Context: an optimization exercise on an open-source flow, tuned for small area, a short achievable clock period and few clock cycles. The choices shown serve that exercise and are no tape-out recipe.
In this exercise RTL edits were held to simulation tests only and were not proved equivalent to the original.
Power is estimated from default activity; no workload was simulated.

==> flow/design.v <==
module core_top(
    input  wire        rst_i,
    input  wire        clk_i,
    output wire        rom_ce_o,
    output wire [31:0] rom_addr_o,
    input  wire [31:0] rom_data_i,
    output wire        ram_ce_o,
    output wire [31:0] ram_addr_o,
    output wire [31:0] ram_wdata_o,
    input  wire [31:0] ram_rdata_i,
    output wire        ram_we_o
);
    wire        ex_stall;      
    wire        mem_stall;     
    wire        id_hazard;     
    wire        id_stall = id_hazard | ex_stall;
    wire        ex_redirect;   
    wire [31:0] ex_target;
    wire        id_redirect;   
    wire [31:0] id_target;
    reg  [31:0] pc;
    reg         ce_q;
    assign rom_addr_o = pc;
    assign rom_ce_o   = ce_q;
    always @(posedge clk_i) begin
        if (rst_i)
            ce_q <= 1'b1;
        if (rst_i)
            pc <= 32'h80;
        else if (ex_redirect)
            pc <= ex_target;
        else if (id_stall)
            pc <= pc;
        else if (id_redirect)
            pc <= id_target;
        else
            pc <= pc + 32'd4;
    end
    reg         d_valid;
    reg  [31:0] d_pc;
    reg  [31:0] d_ins;
    always @(posedge clk_i) begin
        if (rst_i | ex_redirect)
            d_valid <= 1'b0;
        else if (!id_stall)
            d_valid <= ~id_redirect;
        if (!id_stall) begin
            d_pc  <= pc;
            d_ins <= rom_data_i;
        end
    end
    wire [6:0] opc = d_ins[6:0];
    wire [2:0] f3  = d_ins[14:12];
    wire [4:0] rs1 = d_ins[19:15];
    wire [4:0] rs2 = d_ins[24:20];
    wire [4:0] rd  = d_ins[11:7];
    wire i_op    = (opc == 7'b0110011);
    wire i_opimm = (opc == 7'b0010011);
    wire i_lui   = (opc == 7'b0110111);
    wire i_auipc = (opc == 7'b0010111);
    wire i_jal   = (opc == 7'b1101111);
    wire i_jalr  = (opc == 7'b1100111);
    wire i_br    = (opc == 7'b1100011);
    wire i_ld    = (opc == 7'b0000011);
    wire i_st    = (opc == 7'b0100011);
    wire i_csr   = (opc == 7'b1110011) & (f3[1:0] != 2'b00);
    wire i_m     = i_op & (d_ins[31:25] == 7'b0000001);
    wire i_alu   = (i_op & ~i_m) | i_opimm;
    wire use1 = i_op | i_opimm | i_jalr | i_br | i_ld | i_st | (i_csr & ~f3[2]);
    wire use2 = i_op | i_br | i_st;
    wire wr_rd = (i_op | i_opimm | i_lui | i_auipc | i_jal | i_jalr | i_ld | i_csr) & (rd != 5'd0);
    wire [31:0] imm_i = {{20{d_ins[31]}}, d_ins[31:20]};
    wire [31:0] imm_s = {{20{d_ins[31]}}, d_ins[31:25], d_ins[11:7]};
    wire [31:0] imm_b = {{19{d_ins[31]}}, d_ins[31], d_ins[7], d_ins[30:25], d_ins[11:8], 1'b0};
    wire [31:0] imm_u = {d_ins[31:12], 12'b0};
    wire [31:0] imm_j = {{11{d_ins[31]}}, d_ins[31], d_ins[19:12], d_ins[20], d_ins[30:21], 1'b0};
    wire [31:0] pc_imm = d_pc + (i_jal ? imm_j : i_br ? imm_b : imm_u);
    wire [31:0] pc_4   = d_pc + 32'd4;
    wire        pred   = i_jal | (i_br & d_ins[31]);
    assign id_redirect = d_valid & pred;
    assign id_target   = pc_imm;
    reg  [31:0] rf [1:31];
    wire        w_wen;
    wire [4:0]  w_rd_w;
    wire [31:0] w_res;
    always @(posedge clk_i) begin
        if (w_wen)
            rf[w_rd_w] <= w_res;
    end
    wire        e_fwd_ok;      
    wire [4:0]  e_rd_w;
    wire [31:0] ex_result;
    wire        m_fwd_ok;
    wire [4:0]  m_rd_w;
    wire [31:0] m_res_w;
    wire [31:0] rf1 = rf[rs1];
    wire [31:0] rf2 = rf[rs2];
    wire hitE1 = e_fwd_ok & (e_rd_w == rs1);
    wire hitE2 = e_fwd_ok & (e_rd_w == rs2);
    wire hitM1 = m_fwd_ok & (m_rd_w == rs1);
    wire hitM2 = m_fwd_ok & (m_rd_w == rs2);
    wire hitW1 = w_wen & (w_rd_w == rs1);
    wire hitW2 = w_wen & (w_rd_w == rs2);
    wire [31:0] o1 = hitM1 ? m_res_w : hitW1 ? w_res : (rs1 == 5'd0) ? 32'd0 : rf1;
    wire [31:0] o2 = hitM2 ? m_res_w : hitW2 ? w_res : (rs2 == 5'd0) ? 32'd0 : rf2;
    reg         e_valid, e_ld, e_mul;
    reg  [4:0]  e_rd;
    reg         e_wr;
    reg         m_valid, m_ld, m_wrd;
    reg  [4:0]  m_rd;
    wire e_ld_hit = e_valid & (e_ld | e_mul) & e_wr;
    wire m_ld_hit = m_valid & m_ld & m_wrd;
    assign id_hazard = d_valid & (
        (use1 & ((e_ld_hit & (e_rd == rs1)) | (m_ld_hit & (m_rd == rs1)))) |
        (use2 & ((e_ld_hit & (e_rd == rs2)) | (m_ld_hit & (m_rd == rs2)))));
    wire [11:0] csra = d_ins[31:20];
    wire [8:0] csel = {
        csra == 12'hF12,    
        csra == 12'h301,    
        csra == 12'h304,    
        csra == 12'h300,    
        csra == 12'h343,    
        csra == 12'h342,    
        csra == 12'h341,    
        csra == 12'h305,    
        csra == 12'h340};   
    wire        op1_imm = i_csr & f3[2];
    wire [31:0] o1x = op1_imm ? {27'd0, rs1} : o1;
    wire        sel1E = hitE1 & ~op1_imm;
    wire        op2_reg = i_op | i_br;
    wire [31:0] o2x = op2_reg ? o2 : (i_st ? imm_s : imm_i);
    wire        sel2E = hitE2 & op2_reg;
    wire [31:0] ax  = i_st ? o2 : (i_lui ? imm_u : ((i_auipc | (i_br & ~pred)) ? pc_imm : pc_4));
    wire        selAE = hitE2 & i_st;
    reg  [31:0] e_op1, e_op2, e_aux;
    reg  [2:0]  e_f3;
    reg         e_alt;      
    reg         e_sub;      
    reg         e_br, e_pred, e_jalr, e_st, e_csr, e_div;
    reg  [8:0]  e_csel;
    reg         r_add, r_sh, r_slt, r_sltu, r_xor, r_or, r_and, r_aux, r_csr, r_md;
    always @(posedge clk_i) begin
        if (rst_i | ex_redirect)
            e_valid <= 1'b0;
        else if (!ex_stall)
            e_valid <= d_valid & ~id_hazard;
        if (!ex_stall) begin
            e_rd    <= rd;
            e_wr    <= wr_rd;
            e_ld    <= i_ld;
            e_op1   <= sel1E ? ex_result : o1x;
            e_op2   <= sel2E ? ex_result : o2x;
            e_aux   <= selAE ? ex_result : ax;
            e_f3    <= f3;
            e_alt   <= d_ins[30];
            e_sub   <= (i_op & ~i_m & d_ins[30]) | (i_alu & (f3[2:1] == 2'b01)) | i_br;
            e_br    <= i_br;
            e_pred  <= pred;
            e_jalr  <= i_jalr;
            e_st    <= i_st;
            e_csr   <= i_csr;
            e_mul   <= i_m & ~f3[2];
            e_div   <= i_m & f3[2];
            e_csel  <= csel;
            r_add   <= i_alu & (f3 == 3'b000);
            r_sh    <= i_alu & (f3[1:0] == 2'b01);
            r_slt   <= i_alu & (f3 == 3'b010);
            r_sltu  <= i_alu & (f3 == 3'b011);
            r_xor   <= i_alu & (f3 == 3'b100);
            r_or    <= i_alu & (f3 == 3'b110);
            r_and   <= i_alu & (f3 == 3'b111);
            r_aux   <= i_lui | i_auipc | i_jal | i_jalr;
            r_csr   <= i_csr;
            r_md    <= i_m;
        end
    end
    wire [31:0] a = e_op1;
    wire [31:0] b = e_op2;
    wire [31:0] b_x = b ^ {32{e_sub}};
    wire [32:0] sum = {1'b0, a} + {1'b0, b_x} + {32'd0, e_sub};
    wire        lt_u = ~sum[32];
    wire        lt_s = (a[31] ^ b[31]) ? a[31] : sum[31];
    wire        eq   = (a == b);
    function [31:0] rev32;
        input [31:0] x;
        integer k;
        begin
            for (k = 0; k < 32; k = k + 1) rev32[k] = x[31-k];
        end
    endfunction
    wire        shl   = ~e_f3[2];
    wire [31:0] sh_in = shl ? rev32(a) : a;
    wire [32:0] sh_x  = {e_f3[2] & e_alt & a[31], sh_in};
    wire [32:0] sh_r  = $signed(sh_x) >>> b[4:0];
    wire [31:0] sh_o  = shl ? rev32(sh_r[31:0]) : sh_r[31:0];
    reg taken;
    always @(*) begin
        case (e_f3)
            3'b000: taken = eq;
            3'b001: taken = ~eq;
            3'b100: taken = lt_s;
            3'b101: taken = ~lt_s;
            3'b110: taken = lt_u;
            default: taken = ~lt_u;
        endcase
    end
    assign ex_redirect = e_valid & ~mem_stall & ((e_br & (taken ^ e_pred)) | e_jalr);
    assign ex_target   = e_jalr ? {sum[31:1], 1'b0} : e_aux;
    reg [31:0] mscratch, mtvec, mepc, mcause, mtval;
    reg        mst_mie, mst_mpie, mie_s, mie_t, mie_e;
    wire [31:0] csr_old =
        ({32{e_csel[0]}} & mscratch) |
        ({32{e_csel[1]}} & mtvec) |
        ({32{e_csel[2]}} & mepc) |
        ({32{e_csel[3]}} & mcause) |
        ({32{e_csel[4]}} & mtval) |
        ({32{e_csel[5]}} & {19'd0, 2'b11, 3'd0, mst_mpie, 3'd0, mst_mie, 3'd0}) |
        ({32{e_csel[6]}} & {20'd0, mie_e, 3'd0, mie_t, 3'd0, mie_s, 3'd0}) |
        ({32{e_csel[7]}} & 32'h4000_1100) |
        ({32{e_csel[8]}} & 32'd22);
    wire [31:0] csr_new = (e_f3[1:0] == 2'b01) ? a :
                          (e_f3[1:0] == 2'b10) ? (csr_old | a) : (csr_old & ~a);
    wire csr_we = e_valid & e_csr & ~mem_stall;
    always @(posedge clk_i) begin
        if (rst_i) begin
            mscratch <= 32'd0; mtvec <= 32'd0; mepc <= 32'd0; mcause <= 32'd0; mtval <= 32'd0;
            mst_mie <= 1'b0; mst_mpie <= 1'b1; mie_s <= 1'b0; mie_t <= 1'b0; mie_e <= 1'b0;
        end else if (csr_we) begin
            if (e_csel[0]) mscratch <= csr_new;
            if (e_csel[1]) mtvec <= csr_new;
            if (e_csel[2]) mepc <= csr_new;
            if (e_csel[3]) mcause <= csr_new;
            if (e_csel[4]) mtval <= csr_new;
            if (e_csel[5]) begin mst_mie <= csr_new[3]; mst_mpie <= csr_new[7]; end
            if (e_csel[6]) begin mie_s <= csr_new[3]; mie_t <= csr_new[7]; mie_e <= csr_new[11]; end
        end
    end
    function [4:0] clz32;
        input [31:0] x;
        reg [31:0] y;
        begin
            y = x;
            clz32[4] = (y[31:16] == 16'd0); y = clz32[4] ? {y[15:0], 16'd0} : y;
            clz32[3] = (y[31:24] == 8'd0);  y = clz32[3] ? {y[23:0], 8'd0}  : y;
            clz32[2] = (y[31:28] == 4'd0);  y = clz32[2] ? {y[27:0], 4'd0}  : y;
            clz32[1] = (y[31:30] == 2'd0);  y = clz32[1] ? {y[29:0], 2'd0}  : y;
            clz32[0] = ~y[31];
        end
    endfunction
    reg  [2:0]  st;         
    reg  [31:0] drem;       
    reg  [32:0] ddvs;       
    reg  [31:0] dq;         
    reg  [5:0]  dd;         
    reg  [4:0]  dcnt;
    reg         dqneg, drneg;
    reg  [32:0] mS, mC;     
    reg         mcin;
    wire        a_zero = (a == 32'd0);
    wire        b_zero = (b == 32'd0);
    wire        is_md  = e_mul | e_div;
    wire        asgn   = e_div ? ~e_f3[0] : (e_f3[1] ^ e_f3[0]);
    wire        bsgn   = e_div ? ~e_f3[0] : (e_f3[1:0] == 2'b01);
    wire        aneg   = asgn & a[31];
    wire        bneg   = bsgn & b[31];
    wire [31:0] a_abs  = aneg ? (32'd0 - a) : a;
    wire [31:0] b_abs  = bneg ? (32'd0 - b) : b;
    wire [4:0]  clz_a  = clz32(a ^ {32{aneg}});
    wire [4:0]  clz_b  = clz32(b ^ {32{bneg}});
    wire [5:0]  d_diff = {1'b0, clz_b} - {1'b0, clz_a} + {5'd0, aneg};
    wire [31:0] ma  = drem;
    wire [15:0] mch = ddvs[15:0];
    wire [48:0] pp0 = {17'd0, ma & {32{mch[0]}}};
    wire [48:0] pp1 = {16'd0, ma & {32{mch[1]}}, mcin};
    wire [48:0] pp2 = {15'd0, ma & {32{mch[2]}}, 2'd0};
    wire [48:0] pp3 = {14'd0, ma & {32{mch[3]}}, 3'd0};
    wire [48:0] pp4 = {13'd0, ma & {32{mch[4]}}, 4'd0};
    wire [48:0] pp5 = {12'd0, ma & {32{mch[5]}}, 5'd0};
    wire [48:0] pp6 = {11'd0, ma & {32{mch[6]}}, 6'd0};
    wire [48:0] pp7 = {10'd0, ma & {32{mch[7]}}, 7'd0};
    wire [48:0] pp8 = {9'd0, ma & {32{mch[8]}}, 8'd0};
    wire [48:0] pp9 = {8'd0, ma & {32{mch[9]}}, 9'd0};
    wire [48:0] pp10 = {7'd0, ma & {32{mch[10]}}, 10'd0};
    wire [48:0] pp11 = {6'd0, ma & {32{mch[11]}}, 11'd0};
    wire [48:0] pp12 = {5'd0, ma & {32{mch[12]}}, 12'd0};
    wire [48:0] pp13 = {4'd0, ma & {32{mch[13]}}, 13'd0};
    wire [48:0] pp14 = {3'd0, ma & {32{mch[14]}}, 14'd0};
    wire [48:0] pp15 = {2'd0, ma & {32{mch[15]}}, 15'd0};
    wire [48:0] ppS = {16'd0, mS};
    wire [48:0] ppC = {16'd0, mC};
    wire [48:0] cs0_0s = pp0 ^ pp1 ^ pp2;
    wire [48:0] cs0_0c = {((pp0 & pp1) | (pp0 & pp2) | (pp1 & pp2))} << 1;
    wire [48:0] cs0_1s = pp3 ^ pp4 ^ pp5;
    wire [48:0] cs0_1c = {((pp3 & pp4) | (pp3 & pp5) | (pp4 & pp5))} << 1;
    wire [48:0] cs0_2s = pp6 ^ pp7 ^ pp8;
    wire [48:0] cs0_2c = {((pp6 & pp7) | (pp6 & pp8) | (pp7 & pp8))} << 1;
    wire [48:0] cs0_3s = pp9 ^ pp10 ^ pp11;
    wire [48:0] cs0_3c = {((pp9 & pp10) | (pp9 & pp11) | (pp10 & pp11))} << 1;
    wire [48:0] cs0_4s = pp12 ^ pp13 ^ pp14;
    wire [48:0] cs0_4c = {((pp12 & pp13) | (pp12 & pp14) | (pp13 & pp14))} << 1;
    wire [48:0] cs0_5s = pp15 ^ ppS ^ ppC;
    wire [48:0] cs0_5c = {((pp15 & ppS) | (pp15 & ppC) | (ppS & ppC))} << 1;
    wire [48:0] cs1_0s = cs0_0s ^ cs0_0c ^ cs0_1s;
    wire [48:0] cs1_0c = {((cs0_0s & cs0_0c) | (cs0_0s & cs0_1s) | (cs0_0c & cs0_1s))} << 1;
    wire [48:0] cs1_1s = cs0_1c ^ cs0_2s ^ cs0_2c;
    wire [48:0] cs1_1c = {((cs0_1c & cs0_2s) | (cs0_1c & cs0_2c) | (cs0_2s & cs0_2c))} << 1;
    wire [48:0] cs1_2s = cs0_3s ^ cs0_3c ^ cs0_4s;
    wire [48:0] cs1_2c = {((cs0_3s & cs0_3c) | (cs0_3s & cs0_4s) | (cs0_3c & cs0_4s))} << 1;
    wire [48:0] cs1_3s = cs0_4c ^ cs0_5s ^ cs0_5c;
    wire [48:0] cs1_3c = {((cs0_4c & cs0_5s) | (cs0_4c & cs0_5c) | (cs0_5s & cs0_5c))} << 1;
    wire [48:0] cs2_0s = cs1_0s ^ cs1_0c ^ cs1_1s;
    wire [48:0] cs2_0c = {((cs1_0s & cs1_0c) | (cs1_0s & cs1_1s) | (cs1_0c & cs1_1s))} << 1;
    wire [48:0] cs2_1s = cs1_1c ^ cs1_2s ^ cs1_2c;
    wire [48:0] cs2_1c = {((cs1_1c & cs1_2s) | (cs1_1c & cs1_2c) | (cs1_2s & cs1_2c))} << 1;
    wire [48:0] cs3_0s = cs2_0s ^ cs2_0c ^ cs2_1s;
    wire [48:0] cs3_0c = {((cs2_0s & cs2_0c) | (cs2_0s & cs2_1s) | (cs2_0c & cs2_1s))} << 1;
    wire [48:0] cs3_1s = cs2_1c ^ cs1_3s ^ cs1_3c;
    wire [48:0] cs3_1c = {((cs2_1c & cs1_3s) | (cs2_1c & cs1_3c) | (cs1_3s & cs1_3c))} << 1;
    wire [48:0] cs4_0s = cs3_0s ^ cs3_0c ^ cs3_1s;
    wire [48:0] cs4_0c = {((cs3_0s & cs3_0c) | (cs3_0s & cs3_1s) | (cs3_0c & cs3_1s))} << 1;
    wire [48:0] cs5_0s = cs4_0s ^ cs4_0c ^ cs3_1c;
    wire [48:0] cs5_0c = {((cs4_0s & cs4_0c) | (cs4_0s & cs3_1c) | (cs4_0c & cs3_1c))} << 1;
    wire [48:0] msum_s = cs5_0s;
    wire [48:0] msum_c = cs5_0c;
    wire [16:0] mlow = {1'b0, msum_s[15:0]} + {1'b0, msum_c[15:0]};
    reg         mz;
    wire [31:0] hx1   = mS[31:0] ^ {32{dqneg}};
    wire [31:0] hx2   = mC[31:0] ^ {32{dqneg}};
    wire [1:0]  hk    = dqneg ? ({1'b0, ~mcin} + {1'b0, mz}) : {1'b0, mcin};
    wire [31:0] hx3   = {30'd0, hk};
    wire [31:0] hs    = hx1 ^ hx2 ^ hx3;
    wire [31:0] hc    = {((hx1 & hx2) | (hx1 & hx3) | (hx2 & hx3)), 1'b0};
    wire [31:0] mhi   = hs + hc;
    wire [33:0] d_sub = {2'b0, drem} - {1'b0, ddvs};
    wire        d_ge  = ~d_sub[33];
    wire [31:0] d_q   = dqneg ? (32'd0 - dq) : dq;
    wire [31:0] d_r   = drneg ? (32'd0 - drem) : drem;
    wire        md_special = (st == 3'd0) & (a_zero | b_zero);
    wire        d_small    = (st == 3'd1) & dd[5];
    wire        m_lowres = (e_f3[1:0] == 2'b00) | ~dqneg;
    wire        md_done = md_special | (e_div & d_small) | (st == 3'd5) |
                          ((st == 3'd4) & (e_div | m_lowres));
    reg  [31:0] md_res;
    always @(*) begin
        if (st == 3'd0)
            md_res = (e_div & b_zero) ? (e_f3[1] ? a : 32'hFFFF_FFFF) : 32'd0;
        else if (e_mul)
            md_res = (e_f3[1:0] == 2'b00) ? dq : mhi;
        else if (st == 3'd1)
            md_res = e_f3[1] ? a : 32'd0;
        else
            md_res = e_f3[1] ? d_r : d_q;
    end
    always @(posedge clk_i) begin
        if (rst_i | ~ex_stall) begin
            st <= 3'd0;
        end else if (e_valid & is_md & ~md_done) begin
            case (st)
                3'd0: begin
                    drem  <= a_abs;
                    ddvs  <= {1'b0, b_abs};
                    dq    <= 32'd0;
                    dd    <= d_diff;
                    dqneg <= aneg ^ bneg;
                    drneg <= aneg;
                    mS    <= 33'd0;
                    mC    <= 33'd0;
                    mcin  <= 1'b0;
                    st    <= 3'd1;
                end
                3'd1, 3'd2: begin
                    if (e_mul) begin
                        mS   <= msum_s[48:16];
                        mC   <= msum_c[48:16];
                        mcin <= mlow[16];
                        dq   <= {mlow[15:0], dq[31:16]};
                        ddvs <= {16'd0, ddvs[32:16]};
                        st   <= (st == 3'd1) ? 3'd2 : 3'd4;
                    end else if (st == 3'd1) begin
                        ddvs <= ddvs << dd[4:0];
                        dcnt <= dd[4:0];
                        st   <= 3'd3;
                    end
                end
                3'd4: begin       
                    mz <= (dq == 32'd0);
                    st <= 3'd5;
                end
                default: begin    
                    if (d_ge) drem <= d_sub[31:0];
                    dq   <= {dq[30:0], d_ge};
                    ddvs <= {1'b0, ddvs[32:1]};
                    dcnt <= dcnt - 5'd1;
                    if (dcnt == 5'd0) st <= 3'd4;
                end
            endcase
        end
    end
    wire ex_busy = e_valid & is_md & ~md_done;
    assign ex_stall = ex_busy | mem_stall;
    assign ex_result =
        ({32{r_add}}  & sum[31:0]) |
        ({32{r_sh}}   & sh_o) |
        ({32{r_slt}}  & {31'd0, lt_s}) |
        ({32{r_sltu}} & {31'd0, lt_u}) |
        ({32{r_xor}}  & (a ^ b)) |
        ({32{r_or}}   & (a | b)) |
        ({32{r_and}}  & (a & b)) |
        ({32{r_aux}}  & e_aux) |
        ({32{r_csr}}  & csr_old) |
        ({32{r_md & ~e_mul}} & md_res);
    assign e_fwd_ok = e_valid & e_wr & ~e_ld & ~e_mul;
    assign e_rd_w   = e_rd;
    reg  [31:0] m_res;      
    reg  [31:0] m_wdata;
    reg  [3:0]  m_mask;
    reg  [2:0]  m_f3;
    reg         m_st, m_ce, m_wr, m_ph;
    wire        e_mem = e_ld | e_st;
    wire [1:0]  e_alo = sum[1:0];
    always @(posedge clk_i) begin
        if (rst_i) begin
            m_valid <= 1'b0;
            m_ce <= 1'b0;
            m_wr <= 1'b0;
            m_ph <= 1'b0;
        end else if (mem_stall) begin
            m_wr <= 1'b1;
            m_ph <= 1'b1;
        end else begin
            m_valid <= e_valid & ~ex_busy;
            m_ce    <= e_valid & ~ex_busy & e_mem;
            m_wr    <= e_valid & ~ex_busy & e_st & (e_f3[1:0] == 2'b10);
            m_ph    <= 1'b0;
        end
        if (mem_stall) begin
            m_wdata <= (ram_rdata_i & ~{{8{m_mask[3]}}, {8{m_mask[2]}}, {8{m_mask[1]}}, {8{m_mask[0]}}}) |
                       (m_wdata & {{8{m_mask[3]}}, {8{m_mask[2]}}, {8{m_mask[1]}}, {8{m_mask[0]}}});
        end else begin
            m_rd    <= e_rd;
            m_wrd   <= e_wr;
            m_ld    <= e_ld;
            m_st    <= e_st;
            m_f3    <= e_f3;
            m_res   <= e_mem ? sum[31:0] : e_mul ? md_res : ex_result;
            m_wdata <= (e_f3[1:0] == 2'b00) ? {4{e_aux[7:0]}} :
                       (e_f3[1:0] == 2'b01) ? {2{e_aux[15:0]}} : e_aux;
            m_mask  <= (e_f3[1:0] == 2'b00) ? (4'b0001 << e_alo) :
                       (e_f3[1:0] == 2'b01) ? (e_alo[1] ? 4'b1100 : 4'b0011) : 4'b1111;
        end
    end
    assign mem_stall = m_valid & m_st & (m_f3[1:0] != 2'b10) & ~m_ph;
    assign m_fwd_ok = m_valid & m_wrd & ~m_ld;
    assign m_rd_w   = m_rd;
    assign m_res_w  = m_res;
    assign ram_ce_o    = m_ce;
    assign ram_we_o    = m_wr;
    assign ram_addr_o  = m_res;
    assign ram_wdata_o = m_wdata;
    reg         w_valid, w_wrd, w_ld;
    reg  [4:0]  w_rd;
    reg  [2:0]  w_f3;
    reg  [1:0]  w_alo;
    reg  [31:0] w_data;
    always @(posedge clk_i) begin
        if (rst_i)
            w_valid <= 1'b0;
        else
            w_valid <= m_valid & ~mem_stall;
        w_rd   <= m_rd;
        w_wrd  <= m_wrd;
        w_ld   <= m_ld;
        w_f3   <= m_f3;
        w_alo  <= m_res[1:0];
        w_data <= m_ld ? ram_rdata_i : m_res;
    end
    wire [31:0] w_sh = w_data >> {w_alo, 3'b000};
    wire [31:0] w_ldv = (w_f3[1:0] == 2'b00) ? {{24{~w_f3[2] & w_sh[7]}}, w_sh[7:0]} :
                        (w_f3[1:0] == 2'b01) ? {{16{~w_f3[2] & w_sh[15]}}, w_sh[15:0]} : w_data;
    assign w_res  = w_ld ? w_ldv : w_data;
    assign w_wen  = w_valid & w_wrd;
    assign w_rd_w = w_rd;
endmodule
==> flow/flow/run.sh <==
#!/bin/bash
# The standard ORFS layout (standard.sh), unchanged except that the
# timing repair steps (floorplan, CTS, global route) aim 10 ns below the
# clock period instead of at it, so that they keep shortening the critical
# paths. All of make's output goes to flow_orfs.log; each ORFS step also
# keeps its own log under orfs/logs/.
set -euo pipefail
bash standard.sh SETUP_SLACK_MARGIN=10 finish > flow_orfs.log 2>&1
==> flow/standard.sh <==
#!/bin/bash
# synth_recipe.tcl (not shown) runs the flow's synth.tcl, then flattens the netlist and writes it again
# the make line also repeats each setting of config.mk as NAME=value (left out here)
make -C /OpenROAD-flow-scripts/flow DESIGN_CONFIG=/design/flow/config.mk WORK_HOME=/design/flow/orfs CLKGATE_MAP_FILE= SYNTH_SCRIPT=/design/flow/synth_recipe.tcl "${@:-finish}"
==> flow/config.mk <==
export PLATFORM = sky130hd
export DESIGN_NAME = core_top
export DESIGN_NICKNAME = core_top
export VERILOG_FILES = /design/flow/design.v
export SDC_FILE = /design/flow/constraint.sdc
export NUM_CORES = 4
export LEC_CHECK = 0
export CAP_MARGIN = 20
export CORE_MARGIN = 2
export CORE_UTILIZATION = 30
export PLACE_DENSITY = 0.45
export SLEW_MARGIN = 20
==> flow/constraint.sdc <==
create_clock -name core_clock -period 15.0 [get_ports {clk_i}]
set_input_delay 3.0000 -clock core_clock [delete_from_list [all_inputs] [get_ports {clk_i}]]
set_output_delay 3.0000 -clock core_clock [all_outputs]
set_load 0.01 [all_outputs]
==> notes.md <==
* Status: timing/DRC/antenna clean
* Wire per inst at roughly 34 um
* Post-synth cell types at about 100
* Maximum VDD drop at approximately 100 uV
* Router iterations before antenna repair at 6
* Crit path DAT at ~6.2 ns
* Synthesis Warnings at 1
* Syn Area/Cell at between 10 and 15 sq um
* Layout Nets at 11100
* Tightest Pin Transition at about 1.2 ns
* Worst-path fanout max at 16
* Top reg by flops: rf
* WL final at about 530 mm
* Setup Skew at between 0.09 and 0.1 ns
* H-tree Lvls at 4
* Via/cell ratio at between 5 and 6
* DR iter-0 viols at 11300
* Final HPWL DP at roughly 360 mm
* Ports at approximately 170
* Synth Net Count at 11100
* Chip Height at around 630 um
* Leak at 49.0 nW
* RSZ-0062 raised after global routing: yes
* Worst setup path start: drem[14]
* Reg2reg start: drem[14]
* Fin crit period at 5.60 ns
* Crit path capture type: register
* Die ar. at about 0.4 sq mm
* Ys flop type: edfxtp_1
* Worst-path clk slew at around 0.060 ns
* R2r worst-path depth at 15
* Power per cell area at 90.3 mW/mm^2
* Initial Utilization at 30.1%
* Seq/Total Area, Yosys at roughly two fifths
* Cell Area, Synth at between 0.1 and 0.15 sq mm
* FFs w/ async S/R, synth at 0%
* DRC Markers at 0
* #FFs+latches synth at approximately 1700
* Relative slew slack at between 10% and 20%
* Total chip power at 12.1 mW
* Total number of vias at 90500
* Critical Path End: dq[31]
* Filler Cells Inserted at between 30000 and 40000
* Largest net degree at the start of global routing at 90
* Core area at 0.385 sq mm
* CTS max path bufs at 4
* CTS buffer count at roughly 200
* GRT Total Usage at a little over a quarter
* TritonCTS clock tree: built
* Final slew viol count at 0
* Syn Inst Count at between 10000 and 15000
* Fmax at about 0.18 GHz
* Layout cells sized above 1 at 17.7%
* # rows at around 230
* Width of the die at roughly 630 um
* Number of synthesized flops with an enable pin at approximately 1400
* Post-place setup slack at about 8.0 ns
* Global route overflow at 0
* Critical path class: reg2reg
* Routability cong. at between 0.9 and 1
* Setup violators final at 0
* Final non-filler cell total at between 15000 and 20000
* Worst R2R Setup Slack at 9.40 ns
* Area Overhead vs Synth at 15.5%
* Top Registers: rf x992, ddvs x33
* Maxcap violations at 0
* Final ANT Viol Nets at 0
* Max reg flops at roughly 990
* CTS Hold Bufs at 0
* First-pass GRT wire length at about 730 mm
* Clock Latency Late Sink at about 0.94 ns
* Critical Path Source Type: register
* Hold wc startpoint: m_f3[2]
* Placed cells at about 15000
* HP Class: reg2reg
* Clock sinks at approximately 1700
* Port Buffers at between 150 and 200
* CTS root buf: clkbuf_16
* Reg-to-Reg End: dq[31]
* Part of the cycle the worst path needs at between 30 and 40%
* Worst Slack Setup Final at 9.40 ns
* Required time of the worst setup path at 15.59 ns
* Antenna violations before repair at 36
* Vias in the first global route at roughly 90000
* Setup Total Neg Slack at 0 ns
* Final Hold Vio Count at 0
[synthesized netlist by cell type, drive strengths merged, types with 82 or more instances]
cell,instances,area [sq um]
edfxtp,1444,43400
nand3,145,726
a211oi,311,2340
mux2,82,923
mux4,617,13900
buf,197,836
o211ai,116,871
a21o,83,623
o21ai,447,2260
a22oi,147,1100
dfxtp,261,5230
nor2,730,2740
and2,482,3020
ha,366,4580
inv,759,2850
nor3,100,500
xnor2,212,1860
a21oi,503,2520
nand2,699,2630
clkbuf,574,2150
fa,491,9830
xor2,185,1620
mux2i,255,2550
[what timing repair did]
| action | in CTS | in global routing |
|---|---|---|
| setup endpoints to repair | 378 | 150 |
| hold endpoints to repair | 0 | 0 |
| buffers inserted | 99 | 42 |
| gates resized for setup | 322 | 130 |
| pin swaps | 48 | 69 |
| cloned | 21 | 3 |
[worst max-delay path, cell delays in order, from the launching register on]
cell and delay, ns:
edfxtp_1 0.68, buf_4 0.40, nand2_1 0.12, fa_1 0.49
fa_1 0.56, fa_1 0.48, fa_1 0.62, inv_1 0.08
fa_1 0.48, inv_1 0.05, fa_1 0.48, inv_1 0.05
ha_1 0.35, a21oi_2 0.18, xor2_1 0.19, o21ai_1 0.09
[area by class of cell]
class                           instances  area (sq um)  area share [%]
Multi-Input combinational cell       6886         63100            47.0
Sequential cell                      1705         48700            36.3
Tap cell                             5175          6470            4.83
Timing Repair Buffer                  655          6470            4.82
Clock buffer                          251          5340            3.98
Inverter                              769          2950            2.20
Clock inverter                        111          1090           0.816
Antenna cell                            8          20.0          0.0149
[layer usage]
| layer | GRT usage (%) | share of wire, % | vias up |
|---|---|---|---|
| li1 | - | - | 37600 |
| met1 | 36.6 | 42 | 47500 |
| met2 | 40.0 | 44 | 4455 |
| met3 | 4.87 | 8.3 | 933 |
| met4 | 12.8 | 5.7 | 12 |
| met5 | 0 | 0.026 | - |
[report_power, final]
part / total [mW] / internal [mW] / switching (mW) / leakage, nW
clock network: 4.94 / 2.79 / 2.15 / 3.13
logic: 1.89 / 0.641 / 1.25 / 29.9
registers: 5.28 / 5.19 / 0.0949 / 16.0
[worst min path at each step]
stage | end | slack (ns) | cells after the start
after floorplan | w_f3[2] | 0.32 | 0
after global placement | w_f3[2] | 0.33 | 0
after detailed placement | w_f3[2] | 0.33 | 0
after global routing | w_f3[2] | 0.39 | 0
after CTS | w_f3[2] | 0.37 | 0
final | w_f3[2] | 0.37 | 0
[cell families after synthesis]
| kind of cell | after synthesis | synth area share, % |
|---|---|---|
| compound gates | 2140 | 12.2 |
| xor+xnor | 397 | 3.00 |
| fa+ha+maj | 857 | 12.4 |
| buf+inv | 1540 | 5.06 |
| flops | 1705 | 41.9 |
| mux | 954 | 15.0 |
| other cells | 1 | 0.00323 |
| simple gates | 2536 | 10.5 |
[layout by cell type, fill, tap and decap left out, types with 42 or more instances in the layout]
| cell type | instances |
|---|---|
| a22oi_1 | 145 |
| o221ai_1 | 53 |
| clkbuf_16 | 205 |
| xnor2_1 | 199 |
| o22ai_1 | 44 |
| a21o_1 | 83 |
| nor3_1 | 94 |
| o211ai_1 | 116 |
| nand3b_1 | 42 |
| a211oi_1 | 300 |
| dfxtp_1 | 226 |
| mux4_2 | 617 |
| a21oi_1 | 473 |
| a31oi_1 | 63 |
| mux2i_1 | 250 |
| nor2_1 | 687 |
| and3_1 | 48 |
| o21ai_0 | 407 |
| xor2_1 | 179 |
| nand4_1 | 51 |
| nand3_1 | 143 |
| ha_1 | 347 |
| nand2b_1 | 47 |
| mux2_2 | 79 |
| edfxtp_1 | 1444 |
| clkdlybuf4s50_1 | 117 |
| and2_1 | 469 |
| fa_1 | 486 |
| nand2_1 | 692 |
| clkinv_1 | 42 |
| buf_4 | 401 |
| inv_1 | 730 |
[metrics by stage]
step | area (sq um) | hold slack [ns] | util (%)
finish | 134000 | 0.369 | 34.8
global route | 134000 | 0.391 | 34.8
floorplan | 116000 | 0.323 | -
CTS | 133000 | 0.365 | 34.5
global placement | 124000 | 0.333 | 32.2
detailed placement | 124000 | 0.330 | 32.2
Testbench counts, summed over its fixed seeds: cycles 110,901.

-- separate check: timing with driven ports --
Ports are ideal in the flow. The routed layout listed here was re-timed in OpenROAD.
Step 1 (the two cells are an assumption about what drives the block):
set clk [get_ports {clk_i}]
set_driving_cell -lib_cell sky130_fd_sc_hd__clkbuf_16 $clk
set_driving_cell -lib_cell sky130_fd_sc_hd__buf_2 [delete_from_list [all_inputs] $clk]
Step 2 adds t to the input delays and takes it off the output delays; t is the mean of the earliest and latest rising clock arrival at the registers after step 1. Input paths then give back, and output paths get back, about the clock's delay inside the block.
Three values: ideal, step 1, step 2; two values: the first two.
t (ns): 0.987
slack for setup (ns): 9.397 / 9.397 / 9.219
worst setup path after step 2: input to register
pins driven straight from the clock port: 1
After both steps setup and hold are still met in this run. For this run, drivers alone change the setup slack by 0.000 ns; drivers and shift together by -0.178 ns.
